Context: an optimization exercise on an open-source flow, tuned for small area and a short achievable clock period. The choices shown serve that exercise and are no tape-out recipe.
No driver is modelled on the clock port, so clocking that relies on it looks cheaper here than on a real chip.
No activity file was given, so power comes from the tool's default toggle rates.

Setup of raven:
==> module fifo29, before the edit <==
module fifo29(
    input Clk,
    input [31:0] dataIn,
    input RD,
    input WR,
    input EN,
    input Rst,
    output reg [31:0] dataOut,
    output reg EMPTY,
    output reg FULL
);
reg [31:0] FIFO [7:0];
reg [7:0] rdPtr, wrPtr;
reg notEmpty, notFull;
wire act = EN && !Rst;
wire rdGo = act && RD && notEmpty;
wire wrGo = act && WR && notFull;
wire [7:0] rdPtrInc = {rdPtr[6:0], rdPtr[7]};
wire [7:0] wrPtrInc = {wrPtr[6:0], wrPtr[7]};
wire lastWord = |(rdPtrInc & wrPtr);
wire lastSlot = |(wrPtrInc & rdPtr);
wire hold = !EN;
wire clear = EN && Rst;
wire [7:0] rdStep = rdGo ? rdPtrInc : rdPtr;
wire [7:0] wrStep = wrGo ? wrPtrInc : wrPtr;
wire emptyStep = (rdGo && !wrGo) ? lastWord : (wrGo ? 1'b0 : !notEmpty);
wire fullStep = (wrGo && !rdGo) ? lastSlot : (rdGo ? 1'b0 : !notFull);
wire emptyNext = (act & emptyStep) | clear | (hold & !notEmpty);
wire fullNext = (act & fullStep) | (hold & !notFull);
always @(posedge Clk) begin
    rdPtr <= ({8{act}} & rdStep) | ({8{hold}} & rdPtr) | {7'd0, clear};
    wrPtr <= ({8{act}} & wrStep) | ({8{hold}} & wrPtr) | {7'd0, clear};
    notEmpty <= !emptyNext;
    notFull <= !fullNext;
    EMPTY <= emptyNext;
    FULL <= fullNext;
end
wire [7:0] wrSlot = {8{notFull}} & wrPtr;
wire [7:0] rdSlot = {8{notEmpty}} & rdPtr;
wire [31:0] wrEn [7:0];
wire [31:0] rdSel [7:0];
wire [31:0] rdHold;
genvar g, c;
generate
    for (c = 0; c < 2; c = c + 1) begin : gLane
        for (g = 0; g < 8; g = g + 1) begin : gWord
            fifo29_gate4 gw (.en(EN), .req(WR), .rst(Rst), .ok(wrSlot[g]), .y(wrEn[g][16*c]));
            fifo29_gate4 gr (.en(EN), .req(RD), .rst(Rst), .ok(rdSlot[g]), .y(rdSel[g][16*c]));
            assign wrEn[g][16*c+15:16*c+1] = {15{wrEn[g][16*c]}};
            assign rdSel[g][16*c+15:16*c+1] = {15{rdSel[g][16*c]}};
        end
        fifo29_nand4 gh (.en(EN), .req(RD), .rst(Rst), .ok(notEmpty), .y(rdHold[16*c]));
        assign rdHold[16*c+15:16*c+1] = {15{rdHold[16*c]}};
    end
endgenerate
integer i, b;
always @(posedge Clk) begin
    for (i = 0; i < 8; i = i + 1)
        for (b = 0; b < 32; b = b + 1)
            if (wrEn[i][b])
                FIFO[i][b] <= dataIn[b];
end
wire [31:0] rdData;
genvar k;
generate
    for (k = 0; k < 32; k = k + 1) begin : gBit
        wire n0, n1, n2;
        fifo29_aoi222 g0 (.a0(FIFO[0][k]), .s0(rdSel[0][k]), .a1(FIFO[1][k]), .s1(rdSel[1][k]), .a2(FIFO[2][k]), .s2(rdSel[2][k]), .y(n0));
        fifo29_aoi222 g1 (.a0(FIFO[3][k]), .s0(rdSel[3][k]), .a1(FIFO[4][k]), .s1(rdSel[4][k]), .a2(FIFO[5][k]), .s2(rdSel[5][k]), .y(n1));
        fifo29_aoi222 g2 (.a0(FIFO[6][k]), .s0(rdSel[6][k]), .a1(FIFO[7][k]), .s1(rdSel[7][k]), .a2(dataOut[k]), .s2(rdHold[k]), .y(n2));
        assign rdData[k] = ~(n0 & n1 & n2);
    end
endgenerate
always @(posedge Clk)
    dataOut <= rdData;
endmodule
Settings: LEC_CHECK=0, CAP_MARGIN=20, CORE_MARGIN=2, CORE_UTILIZATION=55, SETUP_SLACK_MARGIN=1.5, SLEW_MARGIN=20, SYNTH_HIERARCHICAL=1, SYNTH_MINIMUM_KEEP_SIZE=0, TNS_END_PERCENT=10; clock period 3.0 ns.
standard.sh (not shown) runs the stock make flow with config.mk's settings and CLKGATE_MAP_FILE= SYNTH_SCRIPT=/design/flow/synth_recipe.tcl, a recipe that flattens the netlist after the stock synthesis.
==> flow/flow/run.sh <==
#!/bin/bash
# The standard layout (standard.sh), with two changes:
#  - plain buffers (buf_2) instead of delay buffers on the ports;
#  - a hand-built two-level clock tree, made by flow/pre_cts.tcl before CTS.
# ORFS's own logs stay under orfs/logs; make's output goes to flow.log.
set -euo pipefail
here=$(pwd)
bash standard.sh "BUFFER_PORTS_ARGS=-buffer_cell sky130_fd_sc_hd__buf_2" \
  "PRE_CTS_TCL=$here/flow/pre_cts.tcl" finish > flow.log 2>&1
Other scripts of this flow, unchanged in this note and not shown: flow/flow/mtree.tcl, flow/flow/pre_cts.tcl
Input-level comparison between maple and raven:
-- flow/design.v --
<<< raven, line 43
genvar g, c;
generate
    for (c = 0; c < 2; c = c + 1) begin : gLane
        for (g = 0; g < 8; g = g + 1) begin : gWord
            fifo29_gate4 gw (.en(EN), .req(WR), .rst(Rst), .ok(wrSlot[g]), .y(wrEn[g][16*c]));
            fifo29_gate4 gr (.en(EN), .req(RD), .rst(Rst), .ok(rdSlot[g]), .y(rdSel[g][16*c]));
            assign wrEn[g][16*c+15:16*c+1] = {15{wrEn[g][16*c]}};
            assign rdSel[g][16*c+15:16*c+1] = {15{rdSel[g][16*c]}};
        end
        fifo29_nand4 gh (.en(EN), .req(RD), .rst(Rst), .ok(notEmpty), .y(rdHold[16*c]));
        assign rdHold[16*c+15:16*c+1] = {15{rdHold[16*c]}};
    end
endgenerate
>>> maple, line 43
genvar g, c;
generate
    for (c = 0; c < 1; c = c + 1) begin : gLane
        for (g = 0; g < 8; g = g + 1) begin : gWord
            fifo29_gate4 gw (.en(EN), .req(WR), .rst(Rst), .ok(wrSlot[g]), .y(wrEn[g][32*c]));
            fifo29_gate4 gr (.en(EN), .req(RD), .rst(Rst), .ok(rdSlot[g]), .y(rdSel[g][32*c]));
            assign wrEn[g][32*c+31:32*c+1] = {31{wrEn[g][32*c]}};
            assign rdSel[g][32*c+31:32*c+1] = {31{rdSel[g][32*c]}};
        end
        fifo29_nand4 gh (.en(EN), .req(RD), .rst(Rst), .ok(notEmpty), .y(rdHold[32*c]));
        assign rdHold[32*c+31:32*c+1] = {31{rdHold[32*c]}};
    end
endgenerate
==> notes.md <==
Cell with the largest stage delay on the worst path: dfxtp_1 -> raven, dfxtp_4 -> maple
maple vs raven, startpoint of the most critical setup path: notEmpty$_DFF_P_ vs notFull$_DFF_P_
Cmp maple vs raven: first-pass detailed-route iteration total higher in maple
Measured against each other, maple and raven differ in final worst-path cycle share, the higher figure coming from raven.
maple vs. raven: area after synthesis saw a decrease, simple-gate share of the synthesized area saw a decrease.
On maple: maximum number of pins on one net before global-route repair is 18% higher than what raven gave.
[compare] base=raven new=maple: total wirelength of the detailed-routed design saw a decrease; final design instance area without fill saw a decrease; fraction of power consumed by combinational cells saw a decrease; combinational group power saw a decrease.
On overall power, raven tracks maple almost exactly.
No run of this note included a check of the RTL's function; only the layout flow was run.

-- port drivers added, routing unchanged --
How much do the figures lean on ideal ports? The routed layouts below were timed once more, with nothing changed but the port constraints. Step 1 (the two cells are an assumption about what drives the block):
set clk [get_ports {Clk}]
set_driving_cell -lib_cell sky130_fd_sc_hd__clkbuf_16 $clk
set_driving_cell -lib_cell sky130_fd_sc_hd__buf_2 [delete_from_list [all_inputs] $clk]
Step 2 also shifts input and output timing later by t, the mid clock arrival at the registers, as if the neighbouring blocks saw the same clock. Three values: no drivers, after step 1, after step 2; two values: the first two.
| run | shift t [ns] | setup slack, ns | clock arrival spread, ns |
|---|---|---|---|
| raven | 0.399 | 1.249 / 1.249 / 0.984 | 0.027 / 0.027 |
| maple | 0.395 | 1.388 / 1.388 / 1.098 | 0.026 / 0.026 |
After both steps every run listed still meets setup and hold. For maple, which loses most, drivers alone change the setup slack by 0.000 ns; drivers and shift together by -0.290 ns.
